This is an optimization exercise on Yosys and OpenROAD, whose aim is small area and a short achievable clock period, not a production implementation. RTL that was checked went through simulation tests only; none was proved equivalent to the original. Function not checked in runs 1 and 8: the RTL went through the layout flow alone. Power and IR drop assume default switching activity.

==> design/flow/constraint.sdc <==
create_clock -name core_clock -period 45.0 [get_ports {clk}]
set_input_delay 9.0000 -clock core_clock [delete_from_list [all_inputs] [get_ports {clk}]]
set_output_delay 9.0000 -clock core_clock [all_outputs]
set_load 0.01 [all_outputs]
==> design/flow/config.mk <==
export PLATFORM = sky130hd
export DESIGN_NAME = test1
export DESIGN_NICKNAME = test1
export VERILOG_FILES = /design/flow/design.v
export SDC_FILE = /design/flow/constraint.sdc
export NUM_CORES = 4
export LEC_CHECK = 0
export CAP_MARGIN = 20
export CORE_MARGIN = 2
export CORE_UTILIZATION = 25
export SLEW_MARGIN = 20
==> design/flow/design.v <==
`timescale 1ns / 1ps
module test1 (clk, reset, num_input, cal_input, enter, ans);
    input clk;
    input reset;
    input num_input;
    input cal_input;
    input enter;
    output [7:0] ans;
    reg [7:0] ans;           
    reg rst_q, num_q, cal_q, ent_q;
    reg [3:0] cnt;           
    reg [7:0] tmp_num, tmp_cal, index_cal;
    reg busy, clr, ment;     
    reg [7:0] ns0, ns1, cs0;  
    reg nh, nu, nd, ch, cu;   
    wire ready  = (cnt == 4'd15);
    wire accept = rst_q & ready & ~(num_q & cal_q & ent_q);
    wire k_num  = accept & ~num_q;
    wire k_cal  = accept & num_q & ~cal_q;
    wire k_ent  = accept & num_q & cal_q;
    wire num_nz = |tmp_num;
    wire cal_nz = |tmp_cal;
    wire idx_nz = |index_cal;
    wire [7:0] a  = ns0;
    wire [7:0] b  = ns1;
    wire [7:0] op = cs0;
    wire is_add = (op == 8'd2);
    wire is_sub = (op == 8'd3);
    wire is_mul = (op == 8'd4);
    wire is_div = (op == 8'd5);
    reg st0, st1, st2;
    always @* begin
        st0 = 1'b0; st1 = 1'b0; st2 = 1'b0;
        case (cnt)
            4'd0, 4'd3, 4'd6, 4'd9, 4'd12: st0 = 1'b1;
            4'd1, 4'd4, 4'd7, 4'd10:       st1 = 1'b1;
            4'd2, 4'd5, 4'd8, 4'd11:       st2 = 1'b1;
            default: ;
        endcase
    end
    wire lim    = ment ? (cnt < 4'd12) : (cnt < 4'd9);
    wire run    = busy & ~clr;
    wire cond   = idx_nz & lim & (ment | (op >= tmp_cal));
    wire red0   = run & st0 & cond;    
    wire redm   = run & st1;
    wire redl   = run & st2;           
    wire finish = run & st0 & ~cond;
    wire inv = is_sub | is_div;
    wire [7:0] ai = inv ? ~a : a;
    wire ah1 = ~|a[7:1];
    wire ah2 = ~|a[7:2];
    wire r7 = is_mul ? (b[7] & a[0]) : (b[7] & ~(is_div & ah1 & a[0]));
    wire q7 = ah1 & (~a[0] | b[7]);
    wire [1:0] t6 = {r7, b[6]};
    wire q6 = ah2 & (t6 >= a[1:0]);
    wire [1:0] r6 = is_mul ? {r7 ^ (b[6] & a[1]), b[6] & a[0]} :
                    (is_div & q6) ? (t6 - a[1:0]) : t6;
    wire [7:0] rin = st0 ? {6'd0, r6} : ans;
    wire [1:0] xb = st0 ? b[5:4] : b[7:6];
    reg  [7:0] r [0:2];
    reg  [1:0] q;
    reg  [8:0] s;
    reg  [8:0] t;
    reg        en;
    integer j;
    always @* begin
        r[0] = rin;
        for (j = 0; j < 2; j = j + 1) begin
            t  = {r[j], xb[1-j] & ~is_mul};
            en = is_div | (is_mul & xb[1-j]) | ((is_add | is_sub) & st2 & (j == 1));
            s  = {1'b0, t[7:0]} + {1'b0, en ? ai : 8'd0} + {8'd0, en & inv};
            q[1-j] = t[8] | s[8];
            r[j+1] = (is_div & ~q[1-j]) ? t[7:0] : s[7:0];
        end
    end
    wire [7:0] quo = {b[5:0], q};
    wire [7:0] res = is_div ? quo : r[2];
    wire p_pop = ~rst_q | clr | redm;
    wire p_pn  = (k_cal | k_ent) & num_nz;
    wire p_pc  = (k_ent & ~num_nz & cal_nz) | (finish & ~ment & cal_nz);
    reg ph;
    reg [7:0] nsp [2:15];
    reg [7:0] csp [1:15];
    wire [7:0] phv = {8{ph}};
    wire [7:0] n1e = ns1 ^ phv;         
    wire [7:0] c0e = cs0 ^ phv;         
    wire [7:0] n2v = nsp[2] ^ phv;      
    wire [7:0] c1v = csp[1] ^ phv;      
    wire other = ~(is_add | is_sub | is_mul | is_div);
    integer i;
    always @(posedge clk) begin
        rst_q <= reset;
        num_q <= num_input;
        cal_q <= cal_input;
        ent_q <= enter;
        nd <= p_pop;
        nu <= p_pn & ~p_pop;
        nh <= ~(p_pn | p_pop);
        cu <= p_pc & ~p_pop;
        ch <= ~(p_pc | p_pop);
        ph <= rst_q & ~ph;
        nsp[2] <= ~(({8{nh}} & nsp[2]) | ({8{nu}} & n1e) | ({8{nd}} & nsp[3]));
        for (i = 3; i < 15; i = i + 1)
            nsp[i] <= ~(({8{nh}} & nsp[i]) | ({8{nu}} & nsp[i-1]) | ({8{nd}} & nsp[i+1]));
        nsp[15] <= ~(({8{nh}} & nsp[15]) | ({8{nu}} & nsp[14]) | ({8{nd}} & phv));
        csp[1] <= ~(({8{ch}} & csp[1]) | ({8{cu}} & c0e) | ({8{nd}} & csp[2]));
        for (i = 2; i < 15; i = i + 1)
            csp[i] <= ~(({8{ch}} & csp[i]) | ({8{cu}} & csp[i-1]) | ({8{nd}} & csp[i+1]));
        csp[15] <= ~(({8{ch}} & csp[15]) | ({8{cu}} & csp[14]) | ({8{nd}} & phv));
        if (nu) begin
            ns1 <= ns0;
            ns0 <= tmp_num;
        end else if (nd) begin
            ns1 <= n2v;
            if (~redl) ns0 <= 8'd0;
            else if (~other) ns0 <= res;
        end else if (red0) begin
            ns1 <= {b[3:0], q7, q6, q};
        end else if (redm) begin
            ns1 <= {b[5:0], q};
        end
        if (cu) cs0 <= tmp_cal;
        else if (nd) cs0 <= c1v;
        if (~rst_q) begin
            cnt <= 4'd0;
            tmp_num <= 8'd0;
            tmp_cal <= 8'd0;
            index_cal <= 8'd0;
            ans <= 8'd0;
            busy <= 1'b1;
            clr <= 1'b1;
            ment <= 1'b0;
        end else begin
            if (accept) cnt <= 4'd0;
            else if (!ready) cnt <= cnt + 4'd1;
            if (nu) tmp_num <= 8'd0;
            if (cu) begin
                tmp_cal <= 8'd0;
                index_cal <= index_cal + 8'd1;
            end
            if (clr) begin
                if (cnt == 4'd14) begin
                    clr <= 1'b0;
                    busy <= 1'b0;
                end
            end else if (k_num) begin
                tmp_num <= tmp_num + 8'd1;
                ans <= tmp_num + 8'd1;
                if (cal_nz) begin
                    busy <= 1'b1;
                    ment <= 1'b0;
                end
            end else if (k_cal) begin
                tmp_cal <= tmp_cal + 8'd1;
                ans <= tmp_cal + 8'd1;
            end else if (k_ent) begin
                if (~num_nz & ~cal_nz) begin
                    busy <= 1'b1;
                    ment <= 1'b1;
                end
            end else if (finish) begin
                busy <= 1'b0;
                ans <= ment ? a : tmp_num;
            end else if (red0 | redm) begin
                ans <= r[2];
            end else if (redl) begin
                index_cal <= index_cal - 8'd1;
            end
        end
    end
endmodule
==> design/flow/flow/run.sh <==
#!/bin/bash
# Standard layout, with the port buffers given an explicit cell.
set -euo pipefail
bash standard.sh BUFFER_PORTS_ARGS="-buffer_cell sky130_fd_sc_hd__buf_4" finish > standard_flow.log 2>&1
==> design/flow/standard.sh <==
#!/bin/bash
# synth_recipe.tcl (not shown) runs the flow's synth.tcl, then flattens the netlist and writes it again
# the make line also repeats each setting of config.mk as NAME=value (left out here)
make -C /OpenROAD-flow-scripts/flow DESIGN_CONFIG=/design/flow/config.mk WORK_HOME=/design/flow/orfs CLKGATE_MAP_FILE= SYNTH_SCRIPT=/design/flow/synth_recipe.tcl "${@:-finish}"
==> flow_metrics.py, run 1 <==
metrics = {
    "floorplan": {
        "ioPinCount": 13,
        "die-area_mm2": 0.0555,
        "core_mm2": 0.0528,
        "die_x_um": 235,
        "start_util": 0.254,
        "core.rowCount": 84,
        "die_y_um": 235,
    },
    "worst_setup_path": {
        "cpMaxStageDelayCell": "dfxtp_1",
        "crit_buf_inv": 1,
        "max_stage_delay_ps": 380,
        "timing.setup.critical_path_class": "flop to output pin",
        "crit_family": "flip-flops",
        "cp-end-kind": "output pin",
        "crit_fanout": 4,
        "crit_arrival_ps": 1020,
        "crit_required_ps": 36000,
        "path_cells": "buf_4",
        "critPathLaunchType": "flop",
    },
    "global_routing": {
        "antenna_found_initial": 0,
        "grt_pass1_vias": 9671,
        "grt_start_max_net_pins": 129,
        "grt_pass1_wl_um": 49200,
        "track_usage": 0.103,
        "globalRouteOverflowTotal": 0,
    },
    "power": {
        "ir_worst_vdd_mv": 0.0263,
        "p_int_mw": 0.482,
        "p_sw_frac": 0.226,
        "combPwrFrac": 0.060,
        "p_per_area_mw_per_mm2": 41.2,
        "power_frac_seq": 0.503,
        "clockPowerShare": 0.437,
        "p_sw_mw": 0.141,
        "p_leak_nw": 5.43,
    },
    "synth": {
        "synth_top_area_frac": 0.424,
        "synth_commonest_cells": "dfxtp_1 (284), a222oi_1 (216), clkbuf_1 (110), nand2_1 (78), nor2_1 (58)",
        "syn_nets": 1343,
        "yosysSeqAreaShare": 0.478,
        "synth-async-reset-ratio": 0,
        "synth_top_area_cell": "dfxtp_1",
        "synth_area_leaders": "dfxtp_1 (42%), a222oi_1 (16%), edfxtp_1 (5.4%)",
        "ys_types": 72,
        "synth_flop_cell": "dfxtp_1",
        "synth.yosys.warnings": 4,
        "avgSynthCellArea_um2": 10.3,
        "synth_edf_count": 24,
        "syn_area_mm2": 0.0134,
        "synth_cells": 1296,
        "yosysMostFrequentCell": "dfxtp_1",
        "ys_ff_latch": 308,
    },
    "final_layout": {
        "synthToLayoutAreaGrowth_pct": 13.0,
        "nets": 1282,
        "antenna_cells": 0,
        "layout-drive-gt1-share": 0.0802,
    },
    "timing": {
        "finalCriticalPeriod_ps": 10020,
        "hold_viol": 0,
        "max_clock_freq_mhz": 99.8,
        "relSlewSlack": 0.323,
        "finalMaxSlewViolations": 0,
        "period_share": 0.223,
        "finalSetupViolCount": 0,
        "worst_pin_slew_ps": 1010,
        "rsz0062_at_grt": "no",
        "clock_skew_ps": 14.4,
        "fin_ws_ps": 34980,
        "setup-tns-final_ps": 0,
    },
    "outcome": {
        "outcome": "timing/DRC/antenna clean",
    },
    "detailed_routing": {
        "drc": 0,
        "ant_nets": 0,
        "vias": 10500,
        "wl_per_cell_um": 15.5,
        "drt-pass1-iter-count": 14,
        "avgViaCountPerCell": 5.40,
        "drtIter0Drc": 1772,
        "routed_wl_um": 30300,
    },
    "clocking": {
        "cts_buffers": 34,
        "cts_buffer_depth": 3,
        "cts_resized": 0,
        "cts_hold_buf": 0,
        "clock-sinks": 308,
        "root_buffer": "clkbuf_16",
        "cts_max_level": 2,
        "clk_pin_slew_ps": 60,
        "cts_tree": "yes",
        "cts_setup_buffers": 0,
        "worstSkewPairLatency_ps": 500,
    },
    "min_path": {
        "worstHoldPathType": "flop to flop",
    },
    "job": {
        "maxCapViolations": 0,
    },
    "placement": {
        "io_buffers": 12,
        "dp_hpwl_um": 19500,
        "place_congestion": 0.897,
        "pre_cts_ws_ps": 35500,
    },
}
-- sequential cells by signal, summed over array words and instances, names as in the netlist, 4 cells and up --
name	flops
nsp	112
ns0	8
ans	8
cs0	8
tmp_cal	8
csp	120
cnt	4
tmp_num	8
ns1	8
index_cal	8
-- power groups by stage --
stage / Clock [mW] / Combinational (mW) / Sequential [mW]
after floorplan: 0 / 0.0324 / 0.312
after global placement: 0 / 0.0362 / 0.318
after detailed placement: 0 / 0.0374 / 0.319
after CTS: 0.281 / 0.0375 / 0.313
after global routing: 0.292 / 0.0422 / 0.316
final: 0.272 / 0.0373 / 0.313
-- routing by layer --
| metal | track usage | vias up | share of wire | wire [um] |
|---|---|---|---|---|
| met1 | 0.136 | 5112 | 0.46 | 13900 |
| met4 | 0.0369 | 0 | 0.025 | 744 |
| met5 | 0 | - | 0 | 0 |
| met3 | 0.0184 | 47 | 0.056 | 1690 |
| met2 | 0.169 | 322 | 0.46 | 14000 |
| li1 | - | 5033 | - | - |
-- through the flow --
step	utilization	instance area, um2	std cells	power [mW]	hold slack, ps
5_1_grt	0.287	15100	1947	0.650	469
6_report	0.287	15100	1947	0.623	446
3_3_place_gp	0.265	14000	1885	0.354	427
3_5_place_dp	0.265	14000	1885	0.356	436
4_1_cts	0.286	15100	1945	0.631	448
2_1_floorplan	-	13400	1296	0.345	417
-- cell usage in the layout (no fill, tap or decap), drive strengths merged, types with 12 or more instances in the layout --
cell	instances
ha	37
buf	20
nor2b	24
nor3	25
mux2i	31
nand2	79
a221oi	17
and3	12
a21oi	36
xor2	33
dfxtp	284
o21ai	57
inv	34
xnor2	38
clkbuf	52
nor2	58
and2	19
a222oi	216
edfxtp	24
nand3	26
-- area by class of cell --
class                   instances  area, um2
multi-input cells             837       6400
flip-flops and latches        308       6430
well taps                     688        861
inverters                      34        129
clock buffers                  52       1040
clock inverters                 8       80.1
fillers                      5528      37600
repair buffers                 20        198
-- cell families after synthesis --
group / count (synthesis) / share of synthesized area
fa+ha+maj: 42 / 0.0420
simple gates: 294 / 0.112
xor+xnor: 71 / 0.0464
buf+inv: 151 / 0.0437
flops: 308 / 0.478
compound gates: 393 / 0.250
mux: 37 / 0.0282
-- path summary, 6_finish.rpt --
check / startpoint / cells past startpoint / slack, ps / endpoint
min: csp[15][7]$_DFF_P_ / 1 / 450 / csp[14][7]$_DFF_P_
min reg2reg: csp[15][7]$_DFF_P_ / 1 / 450 / csp[14][7]$_DFF_P_
max reg2reg: cs0[6]$_DFFE_PP_ / 26 / 37100 / ans[0]$_SDFFE_PN0P_
max: ans[2]$_SDFFE_PN0P_ / 1 / 34980 / ans[2]
==> inputs of run 2 (changes only) <==
--- a/design/flow/design.v
+++ b/design/flow/design.v
@@ -10,5 +10,6 @@
     reg rst_q, num_q, cal_q, ent_q;
     reg [3:0] cnt;           
-    reg [7:0] tmp_num, tmp_cal, index_cal;
+    reg [7:0] tmp, index_cal;  
+    reg is_cal;              
     reg busy, clr, ment;     
     reg [7:0] ns0, ns1, cs0;  
@@ -19,6 +20,9 @@
     wire k_cal  = accept & num_q & ~cal_q;
     wire k_ent  = accept & num_q & cal_q;
-    wire num_nz = |tmp_num;
-    wire cal_nz = |tmp_cal;
+    wire tmp_nz = |tmp;
+    wire num_nz = tmp_nz & ~is_cal;
+    wire cal_nz = tmp_nz & is_cal;
+    wire [7:0] tmp_cal = tmp;
+    wire [7:0] tmp_inc = tmp + 8'd1;
     wire idx_nz = |index_cal;
     wire [7:0] a  = ns0;
@@ -63,5 +67,6 @@
     reg  [8:0] t;
     reg        en;
-    integer j;
+    reg        c, o, p;
+    integer j, k;
     always @* begin
         r[0] = rin;
@@ -69,5 +74,15 @@
             t  = {r[j], xb[1-j] & ~is_mul};
             en = is_div | (is_mul & xb[1-j]) | ((is_add | is_sub) & st2 & (j == 1));
-            s  = {1'b0, t[7:0]} + {1'b0, en ? ai : 8'd0} + {8'd0, en & inv};
+            if (j == 0) begin
+                c = en & inv;
+                for (k = 0; k < 8; k = k + 1) begin
+                    o = en & ai[k];
+                    p = t[k] ^ o;
+                    s[k] = p ^ c;
+                    c = (t[k] & o) | (p & c);
+                end
+                s[8] = c;
+            end else
+                s  = {1'b0, t[7:0]} + {1'b0, en ? ai : 8'd0} + {8'd0, en & inv};
             q[1-j] = t[8] | s[8];
             r[j+1] = (is_div & ~q[1-j]) ? t[7:0] : s[7:0];
@@ -110,5 +125,5 @@
         if (nu) begin
             ns1 <= ns0;
-            ns0 <= tmp_num;
+            ns0 <= tmp;
         end else if (nd) begin
             ns1 <= n2v;
@@ -120,10 +135,10 @@
             ns1 <= {b[5:0], q};
         end
-        if (cu) cs0 <= tmp_cal;
+        if (cu) cs0 <= tmp;
         else if (nd) cs0 <= c1v;
         if (~rst_q) begin
             cnt <= 4'd0;
-            tmp_num <= 8'd0;
-            tmp_cal <= 8'd0;
+            tmp <= 8'd0;
+            is_cal <= 1'b0;
             index_cal <= 8'd0;
             ans <= 8'd0;
@@ -134,7 +149,8 @@
             if (accept) cnt <= 4'd0;
             else if (!ready) cnt <= cnt + 4'd1;
-            if (nu) tmp_num <= 8'd0;
+            if (nu) tmp <= {7'd0, ~ment};
             if (cu) begin
-                tmp_cal <= 8'd0;
+                tmp <= {7'd0, ~ment};
+                if (~ment) is_cal <= 1'b0;
                 index_cal <= index_cal + 8'd1;
             end
@@ -145,21 +161,23 @@
                 end
             end else if (k_num) begin
-                tmp_num <= tmp_num + 8'd1;
-                ans <= tmp_num + 8'd1;
+                ment <= 1'b0;
                 if (cal_nz) begin
                     busy <= 1'b1;
-                    ment <= 1'b0;
+                end else begin
+                    tmp <= tmp_inc;
+                    ans <= tmp_inc;
+                    is_cal <= 1'b0;
                 end
             end else if (k_cal) begin
-                tmp_cal <= tmp_cal + 8'd1;
-                ans <= tmp_cal + 8'd1;
+                ment <= 1'b0;
+                if (~num_nz) tmp <= tmp_inc;
+                ans <= num_nz ? 8'd1 : tmp_inc;
+                is_cal <= 1'b1;
             end else if (k_ent) begin
-                if (~num_nz & ~cal_nz) begin
-                    busy <= 1'b1;
-                    ment <= 1'b1;
-                end
+                ment <= 1'b1;
+                if (~tmp_nz) busy <= 1'b1;
             end else if (finish) begin
                 busy <= 1'b0;
-                ans <= ment ? a : tmp_num;
+                ans <= ment ? a : 8'd1;
             end else if (red0 | redm) begin
                 ans <= r[2];
==> design/flow/flow/run.sh (replaced) <==
#!/bin/bash
# Standard layout (the standard.sh), with buf_2 as the port buffer cell.
set -euo pipefail
bash standard.sh "BUFFER_PORTS_ARGS=-buffer_cell sky130_fd_sc_hd__buf_2" finish > standard_flow.log 2>&1
--- a/design/flow/config.mk
+++ b/design/flow/config.mk
@@ -9,3 +9,6 @@
 export CORE_MARGIN = 2
 export CORE_UTILIZATION = 25
+export CTS_BUF_LIST = sky130_fd_sc_hd__clkbuf_8
+export CTS_CLUSTER_DIAMETER = 60
+export CTS_CLUSTER_SIZE = 16
 export SLEW_MARGIN = 20
==> flow_metrics.py, run 2 <==
metrics = {
    "outcome": {
        "outcome": "timing/DRC/antenna clean",
    },
    "worst_setup_path": {
        "cpMaxStageDelayCell": "dfxtp_1",
        "critPathLaunchType": "flop",
        "max_stage_delay_ps": 420,
        "path_cells": "buf_2",
        "crit_arrival_ps": 1150,
        "crit_fanout": 4,
        "crit_required_ps": 36000,
        "crit_family": "flip-flops",
        "timing.setup.critical_path_class": "flop to output pin",
        "crit_buf_inv": 1,
        "cp-end-kind": "output pin",
    },
    "global_routing": {
        "antenna_found_initial": 1,
        "grt_pass1_wl_um": 46000,
        "track_usage": 0.103,
        "grt_pass1_vias": 9032,
        "globalRouteOverflowTotal": 0,
        "grt_start_max_net_pins": 121,
    },
    "detailed_routing": {
        "drtIter0Drc": 1771,
        "drt-pass1-iter-count": 15,
        "avgViaCountPerCell": 5.39,
        "routed_wl_um": 28300,
        "drc": 0,
        "vias": 9850,
        "ant_nets": 0,
        "wl_per_cell_um": 15.5,
    },
    "power": {
        "ir_worst_vdd_mv": 0.0190,
        "p_leak_nw": 4.84,
        "p_per_area_mw_per_mm2": 36.9,
    },
    "final_layout": {
        "largest-register": "csp",
        "nets": 1185,
        "postLayoutCoreUtil": 0.275,
        "synthToLayoutAreaGrowth_pct": 9.02,
        "layout-drive-gt1-share": 0.0711,
        "final_cell_mix": "dfxtp_1 (271), a222oi_1 (216), nand2_1 (86), nor2_1 (64), o21ai_0 (55)",
        "final_common_cell": "dfxtp_1",
        "top_regs": "csp x120, nsp x112",
        "largest_reg_flops": 120,
    },
    "placement": {
        "place_congestion": 0.889,
        "io_buffers": 12,
        "dp_hpwl_um": 18000,
    },
    "timing": {
        "fin_hold_ws_ps": 450,
        "worst_pin_slew_ps": 990,
        "finalSetupViolCount": 0,
        "relSlewSlack": 0.340,
        "setup-tns-final_ps": 0,
        "max_clock_freq_mhz": 98.5,
        "hold_viol": 0,
        "finalCriticalPeriod_ps": 10150,
        "rsz0062_at_grt": "no",
        "finalMaxSlewViolations": 0,
        "clock_skew_ps": 25.0,
        "period_share": 0.226,
    },
    "floorplan": {
        "die-area_mm2": 0.0522,
        "die_y_um": 229,
        "die_x_um": 229,
        "start_util": 0.252,
        "core_mm2": 0.0500,
        "core.rowCount": 82,
        "ioPinCount": 13,
    },
    "synth": {
        "avgSynthCellArea_um2": 10.5,
        "ys_types": 66,
        "syn_area_mm2": 0.0126,
        "synth_top_area_cell": "dfxtp_1",
        "synth_area_leaders": "dfxtp_1 (44%), a222oi_1 (17%), edfxtp_1 (5.7%)",
        "synth_flop_cell": "dfxtp_1",
        "synth_cells": 1201,
        "synth_top_area_frac": 0.440,
        "synth.yosys.warnings": 4,
        "ys_ff_latch": 301,
        "synth_edf_count": 24,
        "yosysMostFrequentCell": "dfxtp_1",
        "syn_nets": 1245,
        "synth-async-reset-ratio": 0,
        "synth_commonest_cells": "dfxtp_1 (277), a222oi_1 (216), clkbuf_1 (101), nand2_1 (86), nor2_1 (64)",
        "yosysSeqAreaShare": 0.497,
    },
    "clocking": {
        "cts_max_level": 1,
        "cts_resized": 0,
        "root_buffer": "clkbuf_8",
        "cts_setup_buffers": 0,
        "worstSkewPairLatency_ps": 570,
        "clk_pin_slew_ps": 100,
        "cts_buffer_depth": 3,
        "cts_tree": "yes",
        "cts_hold_buf": 0,
        "clock-sinks": 301,
        "cts_buffers": 26,
    },
    "min_path": {
        "worstHoldPathType": "flop to flop",
    },
    "job": {
        "maxCapViolations": 0,
    },
}
[run 2: final timing paths]
kind	start	to	slack, ps	depth (start not counted)
max	ans[7]$_SDFFE_PN0P_	ans[7]	34850	1
min	nsp[15][7]$_DFF_P_	nsp[14][7]$_DFF_P_	450	1
max reg2reg	cs0[7]$_DFFE_PP_	ans[4]$_SDFFE_PN0P_	35660	30
min reg2reg	nsp[15][7]$_DFF_P_	nsp[14][7]$_DFF_P_	450	1
[run 2: through the flow]
stage               setup slack [ps]  total power [mW]  cell area (um2)  std cells
floorplan                      35590             0.340            12600       1201
detailed placement             35440             0.353            13200       1783
finish                         34850             0.507            13700       1827
CTS                            34820             0.513            13700       1824
global placement               35450             0.351            13200       1783
global route                   34780             0.533            13700       1827
[run 2: logic make-up (layout without fill, tap and decap cells)]
kind of cell | after synthesis | after routing | synth area share
buffers and inverters | 143 | 96 | 0.0432
AOI/OAI and AO/OA | 387 | 387 | 0.262
and+or+nand+nor | 245 | 245 | 0.0900
xor gates and xnor gates | 62 | 62 | 0.0431
other | 0 | 1 | 0
muxes | 24 | 24 | 0.0198
adders and majority gates | 39 | 39 | 0.0453
DFF | 301 | 301 | 0.497
[run 2: layout make-up]
type,count,area (um2)
fill,5235,36200
sequential,301,6290
clock buffer,29,399
inverter,33,124
tap,672,841
clock inverter,12,115
antenna,1,2.50
timing repair buffer,22,175
multi-input combinational,757,5800
[run 2: layer usage]
metal / track usage / wire (um)
met4: 0.0357 / 799
met5: 0 / 0
met2: 0.163 / 12900
met3: 0.0146 / 1310
met1: 0.142 / 13400
[run 2: report_power, final]
| part | leakage [nW] | switching [mW] | internal [mW] |
|---|---|---|---|
| Clock | 0.280 | 0.0922 | 0.0673 |
| Combinational | 1.98 | 0.0191 | 0.0223 |
| Sequential | 2.59 | 0.0173 | 0.289 |
| Total | 4.84 | 0.129 | 0.378 |
==> inputs of run 3 (changes only) <==
--- a/design/flow/config.mk
+++ b/design/flow/config.mk
@@ -9,6 +9,6 @@
 export CORE_MARGIN = 2
 export CORE_UTILIZATION = 25
-export CTS_BUF_LIST = sky130_fd_sc_hd__clkbuf_8
-export CTS_CLUSTER_DIAMETER = 60
-export CTS_CLUSTER_SIZE = 16
+export CTS_BUF_LIST = sky130_fd_sc_hd__clkbuf_16
+export CTS_CLUSTER_DIAMETER = 80
+export CTS_CLUSTER_SIZE = 24
 export SLEW_MARGIN = 20
==> flow_metrics.py, run 3 <==
metrics = {
    "outcome": {
        "outcome": "timing/DRC/antenna clean",
    },
    "worst_setup_path": {
        "path_cells": "buf_2",
        "crit_buf_inv": 1,
        "cp-end-kind": "output pin",
        "timing.setup.critical_path_class": "flop to output pin",
        "cpMaxStageDelayCell": "dfxtp_1",
        "crit_family": "flip-flops",
        "crit_fanout": 4,
        "crit_arrival_ps": 1120,
        "max_stage_delay_ps": 430,
        "crit_required_ps": 36000,
        "critPathLaunchType": "flop",
    },
    "clocking": {
        "cts_resized": 0,
        "clk_pin_slew_ps": 90,
        "cts_tree": "yes",
        "root_buffer": "clkbuf_16",
        "cts_setup_buffers": 0,
        "cts_buffer_depth": 3,
        "cts_max_level": 1,
        "cts_hold_buf": 0,
        "clock-sinks": 301,
        "cts_buffers": 17,
        "worstSkewPairLatency_ps": 520,
    },
    "timing": {
        "hold_viol": 0,
        "fin_ws_ps": 34880,
        "rsz0062_at_grt": "no",
        "period_share": 0.225,
        "fin_hold_ws_ps": 447,
        "worst_pin_slew_ps": 995,
        "finalMaxSlewViolations": 0,
        "clock_skew_ps": 47.1,
        "relSlewSlack": 0.337,
        "finalSetupViolCount": 0,
        "max_clock_freq_mhz": 98.8,
        "setup-tns-final_ps": 0,
        "finalCriticalPeriod_ps": 10120,
    },
    "synth": {
        "synth.yosys.warnings": 4,
        "syn_area_mm2": 0.0126,
        "ys_ff_latch": 301,
        "yosysSeqAreaShare": 0.497,
        "syn_nets": 1245,
        "ys_types": 66,
        "synth_commonest_cells": "dfxtp_1 (277), a222oi_1 (216), clkbuf_1 (101), nand2_1 (86), nor2_1 (64)",
        "synth-async-reset-ratio": 0,
        "synth_edf_count": 24,
        "synth_flop_cell": "dfxtp_1",
        "synth_top_area_cell": "dfxtp_1",
        "synth_top_area_frac": 0.440,
        "avgSynthCellArea_um2": 10.5,
        "synth_cells": 1201,
        "synth_area_leaders": "dfxtp_1 (44%), a222oi_1 (17%), edfxtp_1 (5.7%)",
        "yosysMostFrequentCell": "dfxtp_1",
    },
    "global_routing": {
        "track_usage": 0.102,
        "globalRouteOverflowTotal": 0,
        "grt_start_max_net_pins": 121,
        "grt_pass1_wl_um": 45700,
        "grt_pass1_vias": 9007,
        "antenna_found_initial": 0,
    },
    "final_layout": {
        "largest_reg_flops": 120,
        "antenna_cells": 0,
        "synthToLayoutAreaGrowth_pct": 8.92,
        "nets": 1176,
        "stdcell_area_mm2": 0.0137,
        "final_cell_mix": "dfxtp_1 (271), a222oi_1 (216), nand2_1 (86), nor2_1 (64), o21ai_0 (55)",
        "stdcell_count": 1812,
        "top_regs": "csp x120, nsp x112",
        "layout-drive-gt1-share": 0.0579,
        "largest-register": "csp",
        "final_common_cell": "dfxtp_1",
    },
    "floorplan": {
        "die_x_um": 229,
        "die_y_um": 229,
        "core.rowCount": 82,
        "core_mm2": 0.0500,
        "start_util": 0.252,
        "die-area_mm2": 0.0522,
        "ioPinCount": 13,
    },
    "min_path": {
        "worstHoldPathType": "flop to flop",
    },
    "detailed_routing": {
        "wl_per_cell_um": 15.6,
        "drt-pass1-iter-count": 15,
        "drc": 0,
        "routed_wl_um": 28200,
        "ant_nets": 0,
        "drtIter0Drc": 1781,
        "vias": 9752,
        "avgViaCountPerCell": 5.38,
    },
    "placement": {
        "place_congestion": 0.889,
        "placed_area_mm2": 0.0132,
        "io_buffers": 12,
        "pre_cts_ws_ps": 35440,
        "dp_cells": 1783,
        "dp_hpwl_um": 18000,
    },
    "power": {
        "p_per_area_mw_per_mm2": 36.9,
        "ir_worst_vdd_mv": 0.0216,
        "p_leak_nw": 4.83,
    },
    "job": {
        "maxCapViolations": 0,
    },
}
==> run 3: logic make-up (layout without fill, tap and decap cells) <==
logic type | after synthesis | after routing | synth area share
flops | 301 | 301 | 0.497
xor+xnor | 62 | 62 | 0.0431
simple gates | 245 | 245 | 0.0900
buf+inv | 143 | 82 | 0.0432
mux | 24 | 24 | 0.0198
fa+ha+maj | 39 | 39 | 0.0453
compound gates | 387 | 387 | 0.262
==> run 3: worst paths after layout <==
kind / to / slack, ps / startpoint / cells past startpoint
setup / recovery: ans[7] / 34880 / ans[7]$_SDFFE_PN0P_ / 1
hold / removal: nsp[14][7]$_DFF_P_ / 450 / nsp[15][7]$_DFF_P_ / 1
setup reg to reg: ans[4]$_SDFFE_PN0P_ / 35720 / cs0[7]$_DFFE_PP_ / 30
hold reg to reg: nsp[14][7]$_DFF_P_ / 450 / nsp[15][7]$_DFF_P_ / 1
==> run 3: layout make-up <==
type / count / area [um2]
Fill cell: 5223 / 36200
Inverter: 33 / 124
Timing Repair Buffer: 22 / 175
Sequential cell: 301 / 6290
Clock inverter: 10 / 78.8
Clock buffer: 17 / 425
Tap cell: 672 / 841
Multi-Input combinational cell: 757 / 5800
==> run 3: per-layer routing <==
| metal | share of wire | global-route usage | vias to the layer above | routed length [um] |
|---|---|---|---|---|
| met5 | 0 | 0 | - | 0 |
| met4 | 0.025 | 0.0339 | 0 | 714 |
| met3 | 0.044 | 0.0132 | 36 | 1240 |
| met2 | 0.46 | 0.165 | 242 | 13100 |
| met1 | 0.47 | 0.140 | 4793 | 13200 |
| li1 | - | - | 4681 | - |
==> run 3: stage by stage <==
step | power, mW | util
final | 0.506 | 0.275
after floorplan | 0.340 | -
after detailed placement | 0.353 | 0.264
after global placement | 0.351 | 0.264
after CTS | 0.513 | 0.274
after global routing | 0.531 | 0.275
==> run 3: power by group <==
| part | switching [mW] | total [mW] | internal, mW |
|---|---|---|---|
| clock network | 0.0878 | 0.159 | 0.0712 |
| registers | 0.0173 | 0.306 | 0.289 |
| logic | 0.0190 | 0.0413 | 0.0222 |
| total | 0.124 | 0.506 | 0.382 |
==> inputs of run 4 (changes only) <==
==> design/flow/flow/run.sh (replaced) <==
#!/bin/bash
# The standard layout, with two changes: the output registers are sized
# up after synthesis, and the port buffers are buf_4.
set -euo pipefail
bash standard.sh synth > standard_synth.log 2>&1
openroad -no_init -exit flow/upsize.tcl > upsize.log 2>&1
bash standard.sh "BUFFER_PORTS_ARGS=-buffer_cell sky130_fd_sc_hd__buf_4" finish > standard_flow.log 2>&1
==> design/flow/flow/upsize.tcl (new file) <==
# Give the registers that drive the output ports a stronger drive: same cell
# type (dfxtp), larger size. Everything else is the standard layout.
read_db orfs/results/sky130hd/test1/base/1_synth.odb
set m [[ord::get_db] findMaster sky130_fd_sc_hd__dfxtp_4]
set n 0
foreach inst [[ord::get_db_block] getInsts] {
  if {[string range [$inst getName] 0 3] eq "ans\\" && [[$inst getMaster] getName] eq "sky130_fd_sc_hd__dfxtp_1"} {
    $inst swapMaster $m
    incr n
  }
}
puts "upsized $n"
write_db orfs/results/sky130hd/test1/base/1_synth.odb
--- a/design/flow/config.mk
+++ b/design/flow/config.mk
@@ -10,5 +10,5 @@
 export CORE_UTILIZATION = 25
 export CTS_BUF_LIST = sky130_fd_sc_hd__clkbuf_16
-export CTS_CLUSTER_DIAMETER = 80
-export CTS_CLUSTER_SIZE = 24
+export CTS_CLUSTER_DIAMETER = 100
+export CTS_CLUSTER_SIZE = 30
 export SLEW_MARGIN = 20
==> flow_metrics.py, run 4 <==
metrics = {
    "power": {
        "p_sw_frac": 0.246,
        "p_sw_mw": 0.122,
        "p_int_mw": 0.373,
        "power_frac_seq": 0.617,
        "ir_worst_vdd_mv": 0.0194,
        "combPwrFrac": 0.084,
        "p_per_area_mw_per_mm2": 36.1,
        "clockPowerShare": 0.299,
        "p_leak_nw": 4.80,
        "total_power_mw": 0.495,
    },
    "timing": {
        "relSlewSlack": 0.307,
        "rsz0062_at_grt": "no",
        "finalSetupViolCount": 0,
        "finalCriticalPeriod_ps": 10030,
        "worst_pin_slew_ps": 1030,
        "fin_hold_ws_ps": 455,
        "setup-tns-final_ps": 0,
        "clock_skew_ps": 37.8,
        "hold_viol": 0,
        "finalMaxSlewViolations": 0,
        "period_share": 0.223,
        "max_clock_freq_mhz": 99.7,
    },
    "worst_setup_path": {
        "r2r-start": "cs0[7]$_DFFE_PP_",
        "crit_arrival_ps": 1030,
        "cpMaxStageDelayCell": "dfxtp_4",
        "worst-r2r-setup-slack_ps": 35700,
        "path_cells": "buf_4",
        "max_stage_delay_ps": 380,
        "timing.setup.critical_path_class": "flop to output pin",
        "crit_fanout": 4,
        "critPathLaunchType": "flop",
        "crit_buf_inv": 1,
        "crit_family": "flip-flops",
        "cp-end-kind": "output pin",
        "crit_required_ps": 36000,
        "r2r-end": "ans[3]$_SDFFE_PN0P_",
        "r2r_cells": 30,
    },
    "final_layout": {
        "final_common_cell": "dfxtp_1",
        "largest-register": "csp",
        "top_regs": "csp x120, nsp x112",
        "multi_input_area_mm2": 0.00580,
        "nFillCells": 5278,
        "largest_reg_flops": 120,
        "stdcell_area_mm2": 0.0137,
        "synthToLayoutAreaGrowth_pct": 8.50,
        "final_cell_mix": "dfxtp_1 (263), a222oi_1 (216), nand2_1 (86), nor2_1 (64), o21ai_0 (55)",
        "nets": 1173,
        "antenna_cells": 0,
        "seqCellArea_mm2": 0.00632,
        "layout-drive-gt1-share": 0.0626,
    },
    "synth": {
        "synth_cells": 1201,
        "synth_commonest_cells": "dfxtp_1 (277), a222oi_1 (216), clkbuf_1 (101), nand2_1 (86), nor2_1 (64)",
        "ys_ff_latch": 301,
        "avgSynthCellArea_um2": 10.5,
        "synth_flop_cell": "dfxtp_1",
        "ys_types": 66,
        "synth_edf_count": 24,
        "syn_area_mm2": 0.0126,
        "synth_area_leaders": "dfxtp_1 (44%), a222oi_1 (17%), edfxtp_1 (5.7%)",
        "synth-async-reset-ratio": 0,
        "synth_top_area_frac": 0.440,
        "synth_top_area_cell": "dfxtp_1",
        "synth.yosys.warnings": 4,
        "ys_area_mm2": 0.0126,
        "yosysSeqAreaShare": 0.497,
        "yosysMostFrequentCell": "dfxtp_1",
        "syn_nets": 1245,
    },
    "floorplan": {
        "die-area_mm2": 0.0524,
        "die_y_um": 229,
        "die_x_um": 229,
        "ioPinCount": 13,
        "core_mm2": 0.0501,
        "start_util": 0.252,
        "core.rowCount": 82,
    },
    "clocking": {
        "cts_buffer_depth": 3,
        "worstSkewPairLatency_ps": 510,
        "cts_max_level": 1,
        "cts_resized": 0,
        "clock-sinks": 301,
        "cts_tree": "yes",
        "cts_buffers": 14,
        "cts_setup_buffers": 0,
        "root_buffer": "clkbuf_16",
        "cts_hold_buf": 0,
        "clk_pin_slew_ps": 120,
    },
    "min_path": {
        "worstHoldStart": "nsp[15][7]$_DFF_P_",
        "whs_path_depth": 1,
        "holdPathEnd": "nsp[14][7]$_DFF_P_",
        "worstHoldPathType": "flop to flop",
    },
    "global_routing": {
        "grt_pass1_vias": 9019,
        "grt_pass1_wl_um": 46700,
        "globalRouteOverflowTotal": 0,
        "antenna_found_initial": 0,
        "track_usage": 0.104,
        "grt_start_max_net_pins": 137,
    },
    "detailed_routing": {
        "wl_per_cell_um": 16.1,
        "vias": 9857,
        "drc": 0,
        "routed_wl_um": 29000,
        "drtIter0Drc": 1729,
        "avgViaCountPerCell": 5.45,
        "drt-pass1-iter-count": 14,
        "ant_nets": 0,
    },
    "job": {
        "maxCapViolations": 0,
    },
    "outcome": {
        "outcome": "timing/DRC/antenna clean",
    },
    "placement": {
        "dp_hpwl_um": 18400,
        "placed_area_mm2": 0.0132,
        "io_buffers": 12,
        "place_congestion": 0.861,
    },
}
run 4: changes by cell type in the layout (fill, tap and decap cells not counted), sizes merged:
cell and change:
clkbuf -2, clkinv -2, inv -1
run 4: power by group through the flow:
stage	Combinational, mW	Sequential, mW	Clock, mW
after floorplan	0.0343	0.306	0
after global routing	0.0466	0.308	0.163
after CTS	0.0418	0.305	0.155
final	0.0415	0.305	0.148
after global placement	0.0407	0.310	0
after detailed placement	0.0416	0.311	0
run 4: final cells by class:
type / instances / share of cell area
clock inverters: 7 / 0.00356
inverters: 33 / 0.00903
multi-input cells: 757 / 0.423
clock buffers: 15 / 0.0274
flip-flops and latches: 301 / 0.461
well taps: 672 / 0.0613
repair buffers: 22 / 0.0152
run 4: per-stage QoR:
step | util | setup WS, ps | instances
3_5_place_dp | 0.264 | 35520 | 1783
5_1_grt | 0.274 | 34920 | 1807
4_1_cts | 0.273 | 34940 | 1805
6_report | 0.274 | 34970 | 1807
2_1_floorplan | - | 35650 | 1201
3_3_place_gp | 0.264 | 35520 | 1783
run 4: metal layers:
layer	part of all wire	wire length [um]	track usage
met3	0.041	1180	0.0127
met2	0.47	13700	0.173
met4	0.021	624	0.0298
met5	0	0	0
met1	0.47	13600	0.143
run 4: how the worst max path moves through the flow:
stage / start / end / cells after the start / slack, ps
after floorplan: ans[7]$_SDFFE_PN0P_ / ans[7] / 0 / 35650
after global placement: ans[7]$_SDFFE_PN0P_ / ans[7] / 1 / 35520
after detailed placement: ans[7]$_SDFFE_PN0P_ / ans[7] / 1 / 35520
after CTS: ans[7]$_SDFFE_PN0P_ / ans[7] / 1 / 34940
after global routing: ans[7]$_SDFFE_PN0P_ / ans[7] / 1 / 34920
final: ans[7]$_SDFFE_PN0P_ / ans[7] / 1 / 34970
run 4: kinds of logic after synthesis:
logic type | Yosys count | share of synthesized area
DFF | 301 | 0.497
adders and majority gates | 39 | 0.0453
AOI/OAI and AO/OA | 387 | 0.262
xor gates and xnor gates | 62 | 0.0431
muxes | 24 | 0.0198
buffers and inverters | 143 | 0.0432
and+or+nand+nor | 245 | 0.0900
==> inputs of run 5 (changes only) <==
--- a/design/flow/design.v
+++ b/design/flow/design.v
@@ -33,14 +33,7 @@
     wire is_mul = (op == 8'd4);
     wire is_div = (op == 8'd5);
-    reg st0, st1, st2;
-    always @* begin
-        st0 = 1'b0; st1 = 1'b0; st2 = 1'b0;
-        case (cnt)
-            4'd0, 4'd3, 4'd6, 4'd9, 4'd12: st0 = 1'b1;
-            4'd1, 4'd4, 4'd7, 4'd10:       st1 = 1'b1;
-            4'd2, 4'd5, 4'd8, 4'd11:       st2 = 1'b1;
-            default: ;
-        endcase
-    end
+    wire st0 = (cnt == 4'd0) | (cnt == 4'd3) | (cnt == 4'd6) | (cnt == 4'd9) | (cnt == 4'd12);
+    wire st1 = (cnt == 4'd1) | (cnt == 4'd4) | (cnt == 4'd7) | (cnt == 4'd10);
+    wire st2 = (cnt == 4'd2) | (cnt == 4'd5) | (cnt == 4'd8) | (cnt == 4'd11);
     wire lim    = ment ? (cnt < 4'd12) : (cnt < 4'd9);
     wire run    = busy & ~clr;
--- a/design/flow/config.mk
+++ b/design/flow/config.mk
@@ -8,5 +8,5 @@
 export CAP_MARGIN = 20
 export CORE_MARGIN = 2
-export CORE_UTILIZATION = 25
+export CORE_UTILIZATION = 55
 export CTS_BUF_LIST = sky130_fd_sc_hd__clkbuf_16
 export CTS_CLUSTER_DIAMETER = 100
==> flow_metrics.py, run 5 <==
metrics = {
    "outcome": {
        "outcome": "timing/DRC/antenna clean",
    },
    "synth": {
        "yosysSeqAreaShare": 0.489,
        "synth-async-reset-ratio": 0,
        "synthXorXnorAreaFrac": 0.0400,
        "synth_edf_count": 24,
        "syn_area_mm2": 0.0127,
        "synth_cells": 1185,
        "syn_nets": 1227,
        "ys_area_mm2": 0.0127,
        "muxShareOfSynthArea": 0.0227,
        "synth-compound-area-share": 0.269,
        "ys_types": 81,
        "synth_adder_area_share": 0.0430,
        "synth_top_family_by_area": "compound AO/OA/AOI/OAI gates",
        "ys_ff_latch": 298,
        "synth-simple-area-share": 0.0911,
        "synth_commonest_cells": "dfxtp_1 (274), a222oi_1 (216), clkbuf_1 (96), nand2_1 (77), o21ai_0 (54)",
        "yosysMostFrequentCell": "dfxtp_1",
        "synth_top_area_frac": 0.432,
        "synth.yosys.warnings": 4,
        "synth_flop_cell": "dfxtp_1",
        "synth_top_area_cell": "dfxtp_1",
        "synth_area_leaders": "dfxtp_1 (43%), a222oi_1 (17%), edfxtp_1 (5.7%)",
        "avgSynthCellArea_um2": 10.7,
    },
    "final_layout": {
        "nFillCells": 1931,
        "largest_reg_flops": 120,
        "final_common_cell": "dfxtp_1",
        "synthToLayoutAreaGrowth_pct": 4.31,
        "seqCellArea_mm2": 0.00626,
        "largest-register": "csp",
        "stdcell_count": 1402,
        "final_cell_mix": "dfxtp_1 (260), a222oi_1 (216), nand2_1 (77), o21ai_0 (54), nor2_1 (38)",
        "multi_input_area_mm2": 0.00592,
        "top_regs": "csp x120, nsp x112",
        "nets": 1154,
        "layout-drive-gt1-share": 0.0770,
        "antenna_cells": 0,
    },
    "worst_setup_path": {
        "crit_required_ps": 36000,
        "crit_buf_inv": 1,
        "crit_arrival_ps": 1020,
        "crit_fanout": 6,
        "timing.setup.critical_path_class": "flop to output pin",
        "max_stage_delay_ps": 380,
        "cp-end-kind": "output pin",
        "cpMaxStageDelayCell": "dfxtp_4",
        "crit_family": "flip-flops",
        "r2r-start": "ns0[4]$_DFFE_PP_",
        "path_cells": "buf_4",
        "critPathLaunchType": "flop",
        "setup.worst_path.start": "ans[7]$_SDFFE_PN0P_",
    },
    "detailed_routing": {
        "drc": 0,
        "drt-pass1-iter-count": 13,
        "drtIter0Drc": 1766,
        "routed_wl_um": 27400,
        "ant_nets": 0,
        "avgViaCountPerCell": 6.88,
        "wl_per_cell_um": 19.6,
        "vias": 9648,
    },
    "floorplan": {
        "core_mm2": 0.0226,
        "die-area_mm2": 0.0244,
        "ioPinCount": 13,
        "die_y_um": 156,
        "start_util": 0.562,
        "core.rowCount": 55,
        "die_x_um": 156,
    },
    "clocking": {
        "cts_buffers": 14,
        "clock-sinks": 298,
        "cts_max_level": 1,
        "cts_setup_buffers": 0,
        "cts_buffer_depth": 3,
        "worstSkewPairLatency_ps": 510,
        "cts_hold_buf": 0,
        "cts_tree": "yes",
        "root_buffer": "clkbuf_16",
        "cts_resized": 0,
        "clk_pin_slew_ps": 110,
    },
    "timing": {
        "worst_pin_slew_ps": 955,
        "period_share": 0.223,
        "rsz0062_at_grt": "no",
        "relSlewSlack": 0.363,
        "max_clock_freq_mhz": 99.8,
        "finalMaxSlewViolations": 0,
        "fin_hold_ws_ps": 449,
        "hold_viol": 0,
        "finalCriticalPeriod_ps": 10020,
        "clock_skew_ps": 23.5,
        "finalSetupViolCount": 0,
        "setup-tns-final_ps": 0,
    },
    "global_routing": {
        "grt_pass1_wl_um": 44500,
        "busiest_layer": "met2",
        "grt_util_met2": 0.350,
        "grt_pass1_vias": 8670,
        "antenna_found_initial": 0,
        "grt_start_max_net_pins": 121,
        "grt_use_met1": 0.317,
        "track_usage": 0.219,
        "globalRouteOverflowTotal": 0,
        "grt_use_met3": 0.0278,
    },
    "power": {
        "p_leak_nw": 4.82,
        "ir_worst_vdd_mv": 0.0331,
        "p_per_area_mw_per_mm2": 36.7,
    },
    "placement": {
        "dp_cells": 1380,
        "io_buffers": 12,
        "dp_hpwl_um": 17200,
        "place_congestion": 0.898,
    },
    "min_path": {
        "worstHoldPathType": "flop to flop",
        "worstHoldStart": "nsp[15][7]$_DFF_P_",
    },
    "job": {
        "maxCapViolations": 0,
    },
}
==> run 5: final cells by class <==
cell class	count	area share
inverters	34	0.00962
clock inverters	6	0.00396
clock buffers	15	0.0283
repair buffers	22	0.0140
multi-input cells	742	0.446
well taps	285	0.0269
flip-flops and latches	298	0.471
==> run 5: path summary, 6_finish.rpt <==
check	to	slack, ps	cells past startpoint
max reg2reg	ans[4]$_SDFFE_PN0P_	35400	32
max	ans[7]	34980	1
min reg2reg	nsp[14][7]$_DFF_P_	450	1
min	nsp[14][7]$_DFF_P_	450	1
==> run 5: kinds of logic after synthesis <==
group / Yosys count
xor+xnor: 58
buf+inv: 145
compound gates: 397
simple gates: 225
fa+ha+maj: 37
flops: 298
mux: 25
==> run 5: power by group <==
| group | internal [mW] | switching [mW] |
|---|---|---|
| Combinational | 0.0215 | 0.0168 |
| Clock | 0.0626 | 0.0841 |
| Sequential | 0.285 | 0.0170 |
==> run 5: per-stage QoR <==
stage                      util  worst slack, ps  instance area [um2]  total power [mW]
after CTS                 0.585            34960                13200             0.493
final                     0.586            34980                13300             0.487
after detailed placement  0.566            35470                12800             0.346
after global placement    0.566            35520                12800             0.345
after floorplan               -            35650                12700             0.335
after global routing      0.586            34950                13300             0.510
==> run 5: layer usage <==
metal / share of wire / wire length (um)
met4: 0.018 / 489
met1: 0.48 / 13100
met2: 0.46 / 12500
met5: 0 / 0
met3: 0.048 / 1330
==> inputs of run 6 (changes only) <==
--- a/design/flow/config.mk
+++ b/design/flow/config.mk
@@ -8,5 +8,5 @@
 export CAP_MARGIN = 20
 export CORE_MARGIN = 2
-export CORE_UTILIZATION = 55
+export CORE_UTILIZATION = 25
 export CTS_BUF_LIST = sky130_fd_sc_hd__clkbuf_16
 export CTS_CLUSTER_DIAMETER = 100
==> flow_metrics.py, run 6 <==
metrics = {
    "power": {
        "ir_worst_vdd_mv": 0.0301,
        "power_frac_seq": 0.620,
        "combPwrFrac": 0.077,
        "clockPowerShare": 0.303,
        "p_leak_nw": 4.82,
        "p_sw_frac": 0.244,
        "p_int_mw": 0.369,
        "p_per_area_mw_per_mm2": 35.6,
        "p_sw_mw": 0.119,
    },
    "global_routing": {
        "grt_pass1_wl_um": 45800,
        "grt_start_max_net_pins": 121,
        "globalRouteOverflowTotal": 0,
        "track_usage": 0.103,
        "grt_pass1_vias": 8610,
        "antenna_found_initial": 0,
    },
    "final_layout": {
        "final_common_cell": "dfxtp_1",
        "stdcell_count": 1787,
        "postLayoutCoreUtil": 0.274,
        "antenna_cells": 0,
        "nFillCells": 5212,
        "largest_reg_flops": 120,
        "layout-drive-gt1-share": 0.0744,
        "largest-register": "csp",
        "nets": 1152,
        "final_cell_mix": "dfxtp_1 (260), a222oi_1 (216), nand2_1 (77), o21ai_0 (54), nor2_1 (38)",
        "synthToLayoutAreaGrowth_pct": 8.02,
        "top_regs": "csp x120, nsp x112",
    },
    "timing": {
        "hold_viol": 0,
        "finalCriticalPeriod_ps": 10030,
        "max_clock_freq_mhz": 99.7,
        "period_share": 0.223,
        "finalSetupViolCount": 0,
        "finalMaxSlewViolations": 0,
        "worst_pin_slew_ps": 1010,
        "rsz0062_at_grt": "no",
        "setup-tns-final_ps": 0,
        "clock_skew_ps": 34.5,
        "relSlewSlack": 0.309,
    },
    "floorplan": {
        "core_mm2": 0.0502,
        "core.rowCount": 82,
        "start_util": 0.254,
        "die-area_mm2": 0.0527,
        "ioPinCount": 13,
        "die_x_um": 230,
        "die_y_um": 230,
    },
    "clocking": {
        "cts_hold_buf": 0,
        "cts_resized": 0,
        "cts_max_level": 1,
        "cts_buffers": 14,
        "clk_pin_slew_ps": 110,
        "worstSkewPairLatency_ps": 520,
        "cts_buffer_depth": 3,
        "root_buffer": "clkbuf_16",
        "cts_tree": "yes",
        "cts_setup_buffers": 0,
        "clock-sinks": 298,
    },
    "placement": {
        "dp_hpwl_um": 18100,
        "dp_cells": 1765,
        "io_buffers": 12,
        "place_congestion": 0.931,
    },
    "detailed_routing": {
        "drt-pass1-iter-count": 14,
        "ant_nets": 0,
        "routed_wl_um": 28400,
        "wl_per_cell_um": 15.9,
        "drc": 0,
        "vias": 9774,
        "avgViaCountPerCell": 5.47,
        "drtIter0Drc": 1814,
    },
    "worst_setup_path": {
        "path_cells": "buf_4",
        "crit_family": "flip-flops",
        "crit_fanout": 4,
        "max_stage_delay_ps": 380,
        "cp-end-kind": "output pin",
        "crit_buf_inv": 1,
        "crit_required_ps": 36000,
        "crit_arrival_ps": 1030,
        "critPathLaunchType": "flop",
        "setup.worst_path.start": "ans[4]$_SDFFE_PN0P_",
        "r2r-start": "ns0[5]$_DFFE_PP_",
        "timing.setup.critical_path_class": "flop to output pin",
        "cpMaxStageDelayCell": "dfxtp_4",
    },
    "synth": {
        "synth_top_area_cell": "dfxtp_1",
        "syn_area_mm2": 0.0127,
        "synth_edf_count": 24,
        "avgSynthCellArea_um2": 10.7,
        "yosysSeqAreaShare": 0.489,
        "synth.yosys.warnings": 4,
        "synth_cells": 1185,
        "synth_area_leaders": "dfxtp_1 (43%), a222oi_1 (17%), edfxtp_1 (5.7%)",
        "yosysMostFrequentCell": "dfxtp_1",
        "synth-async-reset-ratio": 0,
        "ys_types": 81,
        "synth_top_area_frac": 0.432,
        "ys_ff_latch": 298,
        "syn_nets": 1227,
        "ys_area_mm2": 0.0127,
        "synth_flop_cell": "dfxtp_1",
        "synth_commonest_cells": "dfxtp_1 (274), a222oi_1 (216), clkbuf_1 (96), nand2_1 (77), o21ai_0 (54)",
    },
    "min_path": {
        "worstHoldPathType": "flop to flop",
        "worstHoldStart": "csp[15][7]$_DFF_P_",
    },
    "job": {
        "maxCapViolations": 0,
    },
    "outcome": {
        "outcome": "timing/DRC/antenna clean",
    },
}
==> run 6: cell counts after synthesis <==
No cell type changed its count.
==> run 6: through the flow <==
stage                     total power, mW  worst slack [ps]  cell area [um2]  hold WS (ps)
after floorplan                     0.335             35650            12700           417
after global placement              0.345             35520            13300           425
after detailed placement            0.346             35510            13300           432
after CTS                           0.496             34950            13700           447
after global routing                0.513             34740            13700           455
final                               0.489             34970            13700           443
==> run 6: cell families after synthesis <==
group | count (synthesis) | synth area share
AO/OA/AOI/OAI | 397 | 0.269
AND/OR/NAND/NOR | 225 | 0.0911
multiplexers | 25 | 0.0227
buffers and inverters | 145 | 0.0449
XOR/XNOR | 58 | 0.0400
flip-flops | 298 | 0.489
adder cells (fa/ha/maj) | 37 | 0.0430
==> run 6: final timing paths <==
kind | endpoint | slack [ps] | cells after the start
worst max-delay path | ans[4] | 34970 | 1
worst min-delay path | csp[14][7]$_DFF_P_ | 440 | 1
worst max register to register | ans[5]$_SDFFE_PN0P_ | 35370 | 31
worst min register to register | csp[14][7]$_DFF_P_ | 440 | 1
==> run 6: area by class of cell <==
| cell class | instances | area, um2 | share of cell area |
|---|---|---|---|
| Clock buffer | 15 | 375 | 0.0273 |
| Clock inverter | 6 | 51.3 | 0.00373 |
| Inverter | 34 | 128 | 0.00929 |
| Multi-Input combinational cell | 742 | 5920 | 0.431 |
| Sequential cell | 298 | 6260 | 0.455 |
| Tap cell | 672 | 841 | 0.0612 |
| Timing Repair Buffer | 20 | 174 | 0.0127 |
==> run 6: layer usage <==
metal | track usage | part of all wire
met1 | 0.146 | 0.47
met2 | 0.158 | 0.45
met3 | 0.0158 | 0.059
met4 | 0.0343 | 0.026
met5 | 0 | 0
==> run 6: power groups by stage <==
stage	clock, mW	sequential (mW)	combinational (mW)
CTS	0.156	0.302	0.0380
global route	0.165	0.306	0.0422
global placement	0	0.308	0.0371
detailed placement	0	0.308	0.0379
finish	0.148	0.303	0.0378
floorplan	0	0.302	0.0330
==> inputs of run 7 (changes only) <==
--- a/design/flow/config.mk
+++ b/design/flow/config.mk
@@ -8,5 +8,5 @@
 export CAP_MARGIN = 20
 export CORE_MARGIN = 2
-export CORE_UTILIZATION = 25
+export CORE_UTILIZATION = 40
 export CTS_BUF_LIST = sky130_fd_sc_hd__clkbuf_16
 export CTS_CLUSTER_DIAMETER = 100
==> flow_metrics.py, run 7 <==
metrics = {
    "timing": {
        "hold_viol": 0,
        "rsz0062_at_grt": "no",
        "fin_hold_ws_ps": 449,
        "relSlewSlack": 0.268,
        "max_clock_freq_mhz": 100,
        "finalMaxSlewViolations": 0,
        "finalCriticalPeriod_ps": 10000,
        "clock_skew_ps": 18.2,
        "period_share": 0.222,
        "setup-tns-final_ps": 0,
        "worst_pin_slew_ps": 1100,
        "finalSetupViolCount": 0,
    },
    "worst_setup_path": {
        "crit_required_ps": 36000,
        "path_cells": "buf_4",
        "crit_fanout": 6,
        "crit_family": "flip-flops",
        "critPathLaunchType": "flop",
        "crit_arrival_ps": 1000,
        "timing.setup.critical_path_class": "flop to output pin",
        "crit_buf_inv": 1,
        "cpMaxStageDelayCell": "dfxtp_4",
        "max_stage_delay_ps": 380,
        "cp-end-kind": "output pin",
    },
    "clocking": {
        "cts_hold_buf": 0,
        "cts_resized": 0,
        "clock-sinks": 298,
        "worstSkewPairLatency_ps": 500,
        "cts_max_level": 1,
        "clk_pin_slew_ps": 110,
        "root_buffer": "clkbuf_16",
        "cts_buffer_depth": 3,
        "cts_tree": "yes",
        "cts_setup_buffers": 0,
        "cts_buffers": 14,
    },
    "final_layout": {
        "antenna_cells": 0,
        "postLayoutCoreUtil": 0.426,
        "nFillCells": 3003,
        "synthToLayoutAreaGrowth_pct": 5.34,
        "layout-drive-gt1-share": 0.0755,
        "seqCellArea_mm2": 0.00626,
        "nets": 1152,
        "multi_input_area_mm2": 0.00592,
        "largest-register": "csp",
        "top_regs": "csp x120, nsp x112",
        "final_common_cell": "dfxtp_1",
        "final_cell_mix": "dfxtp_1 (260), a222oi_1 (216), nand2_1 (77), o21ai_0 (54), nor2_1 (38)",
        "largest_reg_flops": 120,
    },
    "detailed_routing": {
        "vias": 9646,
        "ant_nets": 0,
        "drt-pass1-iter-count": 14,
        "drtIter0Drc": 1987,
        "drc": 0,
        "routed_wl_um": 27600,
        "avgViaCountPerCell": 6.37,
        "wl_per_cell_um": 18.2,
    },
    "global_routing": {
        "grt_start_max_net_pins": 124,
        "grt_use_met3": 0.0214,
        "grt_use_met1": 0.234,
        "grt_pass1_vias": 8499,
        "antenna_found_initial": 0,
        "globalRouteOverflowTotal": 0,
        "grt_pass1_wl_um": 44900,
        "busiest_layer": "met2",
        "grt_util_met2": 0.246,
        "track_usage": 0.160,
    },
    "floorplan": {
        "core.rowCount": 65,
        "ioPinCount": 13,
        "die-area_mm2": 0.0332,
        "core_mm2": 0.0315,
        "start_util": 0.404,
        "die_y_um": 182,
        "die_x_um": 182,
    },
    "synth": {
        "syn_nets": 1227,
        "synth_area_leaders": "dfxtp_1 (43%), a222oi_1 (17%), edfxtp_1 (5.7%)",
        "synth_flop_cell": "dfxtp_1",
        "synth_top_area_frac": 0.432,
        "ys_area_mm2": 0.0127,
        "syn_area_mm2": 0.0127,
        "synth-async-reset-ratio": 0,
        "synth_commonest_cells": "dfxtp_1 (274), a222oi_1 (216), clkbuf_1 (96), nand2_1 (77), o21ai_0 (54)",
        "synth_top_area_cell": "dfxtp_1",
        "avgSynthCellArea_um2": 10.7,
        "ys_ff_latch": 298,
        "yosysMostFrequentCell": "dfxtp_1",
        "synth_cells": 1185,
        "yosysSeqAreaShare": 0.489,
        "synth.yosys.warnings": 4,
        "synth_edf_count": 24,
        "ys_types": 81,
    },
    "job": {
        "maxCapViolations": 0,
    },
    "power": {
        "p_leak_nw": 4.81,
        "total_power_mw": 0.485,
        "ir_worst_vdd_mv": 0.0222,
        "p_per_area_mw_per_mm2": 36.2,
    },
    "min_path": {
        "worstHoldPathType": "flop to flop",
    },
    "placement": {
        "place_congestion": 0.951,
        "io_buffers": 12,
        "dp_hpwl_um": 17500,
    },
    "outcome": {
        "outcome": "timing/DRC/antenna clean",
    },
}
==> run 7: cell counts after synthesis <==
No cell type changed its count.
==> run 7: cells by family (layout without fill, tap and decap cells) <==
kind of cell,after synthesis,after routing,synth area share
fa+ha+maj,37,37,0.0430
mux,25,25,0.0227
buf+inv,145,73,0.0449
xor+xnor,58,58,0.0400
flops,298,298,0.489
simple gates,225,225,0.0911
compound gates,397,397,0.269
==> run 7: report_power, final <==
part	switching (mW)	leakage (nW)	internal, mW
clock network	0.0829	0.208	0.0624
registers	0.0176	2.57	0.285
logic	0.0160	2.03	0.0215
==> run 7: final timing paths <==
path                                           from                  end  slack, ps  cells after the start
worst max-delay path            ans[7]$_SDFFE_PN0P_               ans[7]      35000                      1
worst min-delay path             nsp[15][7]$_DFF_P_   nsp[14][7]$_DFF_P_        450                      1
worst min register to register   nsp[15][7]$_DFF_P_   nsp[14][7]$_DFF_P_        450                      1
worst max register to register     ns0[5]$_DFFE_PP_  ans[5]$_SDFFE_PN0P_      35290                     31
==> run 7: cell type report <==
type                            count  share of cell area
Sequential cell                   298               0.467
Multi-Input combinational cell    742               0.442
Tap cell                          402              0.0375
Clock buffer                       15              0.0280
Timing Repair Buffer               20              0.0133
Inverter                           34             0.00952
Clock inverter                      4             0.00336
==> run 7: per-stage QoR <==
stage               std cells  area [um2]  worst slack, ps
floorplan                1185       12700            35650
detailed placement       1495       12900            35370
global route             1515       13400            34790
global placement         1495       12900            35520
CTS                      1514       13400            34970
finish                   1515       13400            35000
==> run 7: metal layers <==
layer / wire, um / vias to the layer above / part of all wire
met3: 1480 / 34 / 0.054
met4: 621 / 0 / 0.022
met2: 12300 / 292 / 0.45
li1: - / 4607 / -
met1: 13200 / 4713 / 0.48
met5: 0 / - / 0
==> inputs of run 8 (changes only) <==
--- a/design/flow/design.v
+++ b/design/flow/design.v
@@ -8,5 +8,6 @@
     output [7:0] ans;
     reg [7:0] ans;           
-    reg rst_q, num_q, cal_q, ent_q;
+    reg rst_q;
+    reg [1:0] key_q;         
     reg [3:0] cnt;           
     reg [7:0] tmp, index_cal;  
@@ -16,8 +17,8 @@
     reg nh, nu, nd, ch, cu;   
     wire ready  = (cnt == 4'd15);
-    wire accept = rst_q & ready & ~(num_q & cal_q & ent_q);
-    wire k_num  = accept & ~num_q;
-    wire k_cal  = accept & num_q & ~cal_q;
-    wire k_ent  = accept & num_q & cal_q;
+    wire accept = rst_q & ready & (key_q != 2'd0);
+    wire k_num  = accept & (key_q == 2'd1);
+    wire k_cal  = accept & (key_q == 2'd2);
+    wire k_ent  = accept & (key_q == 2'd3);
     wire tmp_nz = |tmp;
     wire num_nz = tmp_nz & ~is_cal;
@@ -99,7 +100,5 @@
     always @(posedge clk) begin
         rst_q <= reset;
-        num_q <= num_input;
-        cal_q <= cal_input;
-        ent_q <= enter;
+        key_q <= ~num_input ? 2'd1 : ~cal_input ? 2'd2 : ~enter ? 2'd3 : 2'd0;
         nd <= p_pop;
         nu <= p_pn & ~p_pop;
==> flow_metrics.py, run 8 <==
metrics = {
    "outcome": {
        "outcome": "timing/DRC/antenna clean",
    },
    "clocking": {
        "cts_tree": "yes",
        "clock-sinks": 297,
        "cts_buffers": 15,
        "cts_setup_buffers": 0,
        "root_buffer": "clkbuf_16",
        "cts_max_level": 1,
        "worstSkewPairLatency_ps": 520,
    },
    "synth": {
        "synth_top_area_frac": 0.433,
        "avgSynthCellArea_um2": 10.6,
        "synth-simple-area-share": 0.0941,
        "synth_top_family_by_area": "compound AO/OA/AOI/OAI gates",
        "ys_area_mm2": 0.0126,
        "synth_area_leaders": "dfxtp_1 (43%), a222oi_1 (17%), edfxtp_1 (5.7%)",
        "synth_edf_count": 24,
        "synth_cells": 1193,
        "synth.yosys.warnings": 4,
    },
    "min_path": {
        "worstHoldPathType": "flop to flop",
        "whs_path_depth": 1,
        "worstHoldStart": "nsp[15][7]$_DFF_P_",
        "holdPathEnd": "nsp[14][7]$_DFF_P_",
    },
    "detailed_routing": {
        "routed_wl_um": 27400,
        "drtIter0Drc": 1762,
        "drt-pass1-iter-count": 12,
        "drc": 0,
        "ant_nets": 0,
    },
    "timing": {
        "fin_ws_ps": 34950,
        "period_share": 0.223,
        "fin_hold_ws_ps": 446,
        "finalCriticalPeriod_ps": 10050,
        "finalSetupViolCount": 0,
        "finalMaxSlewViolations": 0,
        "hold_viol": 0,
        "relSlewSlack": 0.233,
        "clock_skew_ps": 32.6,
    },
    "power": {
        "total_power_mw": 0.492,
        "clockPowerShare": 0.314,
        "p_sw_frac": 0.249,
        "power_frac_seq": 0.607,
        "p_leak_nw": 4.77,
        "p_per_area_mw_per_mm2": 36.6,
        "p_sw_mw": 0.122,
    },
    "job": {
        "maxCapViolations": 0,
    },
    "global_routing": {
        "track_usage": 0.161,
        "grt_pass1_vias": 8768,
        "globalRouteOverflowTotal": 0,
        "grt_pass1_wl_um": 45100,
        "antenna_found_initial": 0,
        "grt_start_max_net_pins": 121,
    },
    "final_layout": {
        "stdcell_area_mm2": 0.0134,
        "top_regs": "csp x120, nsp x112",
        "synthToLayoutAreaGrowth_pct": 6.02,
        "final_common_cell": "dfxtp_1",
        "nFillCells": 3025,
        "stdcell_count": 1530,
    },
    "worst_setup_path": {
        "timing.setup.critical_path_class": "flop to output pin",
        "crit_required_ps": 36000,
        "cp-end-kind": "output pin",
        "crit_cells": 1,
        "cpMaxStageDelayCell": "dfxtp_4",
        "r2r_cells": 28,
        "critPathLaunchType": "flop",
    },
    "placement": {
        "placed_area_mm2": 0.0129,
        "dp_hpwl_um": 17300,
        "io_buffers": 12,
        "pre_cts_ws_ps": 35510,
        "place_congestion": 0.941,
    },
    "floorplan": {
        "core.rowCount": 65,
        "die-area_mm2": 0.0331,
        "die_y_um": 182,
        "core_mm2": 0.0314,
    },
}
## run 8: cell count changes after synthesis, sizes merged, moves of 5 or more
cell | previous run | this run
a21boi | 11 | 4
xor2 | 25 | 18
a21oi | 27 | 37
o21ai | 58 | 63
xnor2 | 33 | 41
nand2 | 78 | 70
nor2b | 22 | 12
mux2 | 10 | 4
nor2 | 38 | 52
## run 8: cells by family (layout without fill, tap and decap cells)
family                     Yosys count  count (layout)
AOI/OAI and AO/OA                  408             408
muxes                               15              15
xor gates and xnor gates            59              59
DFF                                297             297
and+or+nand+nor                    232             232
adders and majority gates           37              37
buffers and inverters              145              80
## run 8: area by class of cell
class | count | area, um2 | area share
clock inverters | 9 | 97.6 | 0.00727
inverters | 36 | 135 | 0.0101
flip-flops and latches | 297 | 6240 | 0.465
clock buffers | 15 | 375 | 0.0280
repair buffers | 20 | 183 | 0.0136
multi-input cells | 751 | 5890 | 0.439
well taps | 402 | 503 | 0.0375
## run 8: worst max-delay path by stage
stage,start,to
6_report,ans[7]$_SDFFE_PN0P_,ans[7]
5_1_grt,ans[7]$_SDFFE_PN0P_,ans[7]
4_1_cts,ans[7]$_SDFFE_PN0P_,ans[7]
3_5_place_dp,ans[7]$_SDFFE_PN0P_,ans[7]
3_3_place_gp,ans[7]$_SDFFE_PN0P_,ans[7]
2_1_floorplan,ans[7]$_SDFFE_PN0P_,ans[7]
## run 8: power groups by stage
stage	Clock [mW]	Sequential, mW	Combinational, mW
6_report	0.154	0.299	0.0385
5_1_grt	0.171	0.301	0.0431
4_1_cts	0.162	0.298	0.0386
3_5_place_dp	0	0.304	0.0385
3_3_place_gp	0	0.304	0.0377
2_1_floorplan	0	0.300	0.0324
## run 8: routing by layer
metal  routed length [um]  GRT usage  vias up
met5                    0          0        -
met2                12800      0.262      236
met3                 1350     0.0203       40
met4                  642     0.0465        0
met1                12600      0.224     4766
li1                     -          -     4664

==> static timing again, ports no longer ideal <==
No port has a modelled driver above. Below, the same layouts with a new extraction and two added sets of constraints. Step 1 assumes that a clkbuf_16 drives the clock port and a buf_2 every other input. Step 2 times the ports against the registers' clock, not the clock port: input delays grow and output delays shrink by t, the midpoint of the rising clock arrivals with the driver on. Slacks: no drivers / after step 1 / after step 2; pairs: no drivers / after step 1.
run	t (ns)	setup WS [ns]
run 1	0.546	34.981 / 34.929 / 35.475
run 2	0.615	34.851 / 34.795 / 35.410
run 3	0.554	34.877 / 34.819 / 35.374
run 4	0.549	34.969 / 34.911 / 35.460
run 5	0.546	34.976 / 34.928 / 35.396
run 6	0.556	34.973 / 34.915 / 35.372
run 7	0.537	34.996 / 34.945 / 35.285
run 8	0.553	34.955 / 34.904 / 35.458
After both steps every run listed still meets setup and hold.
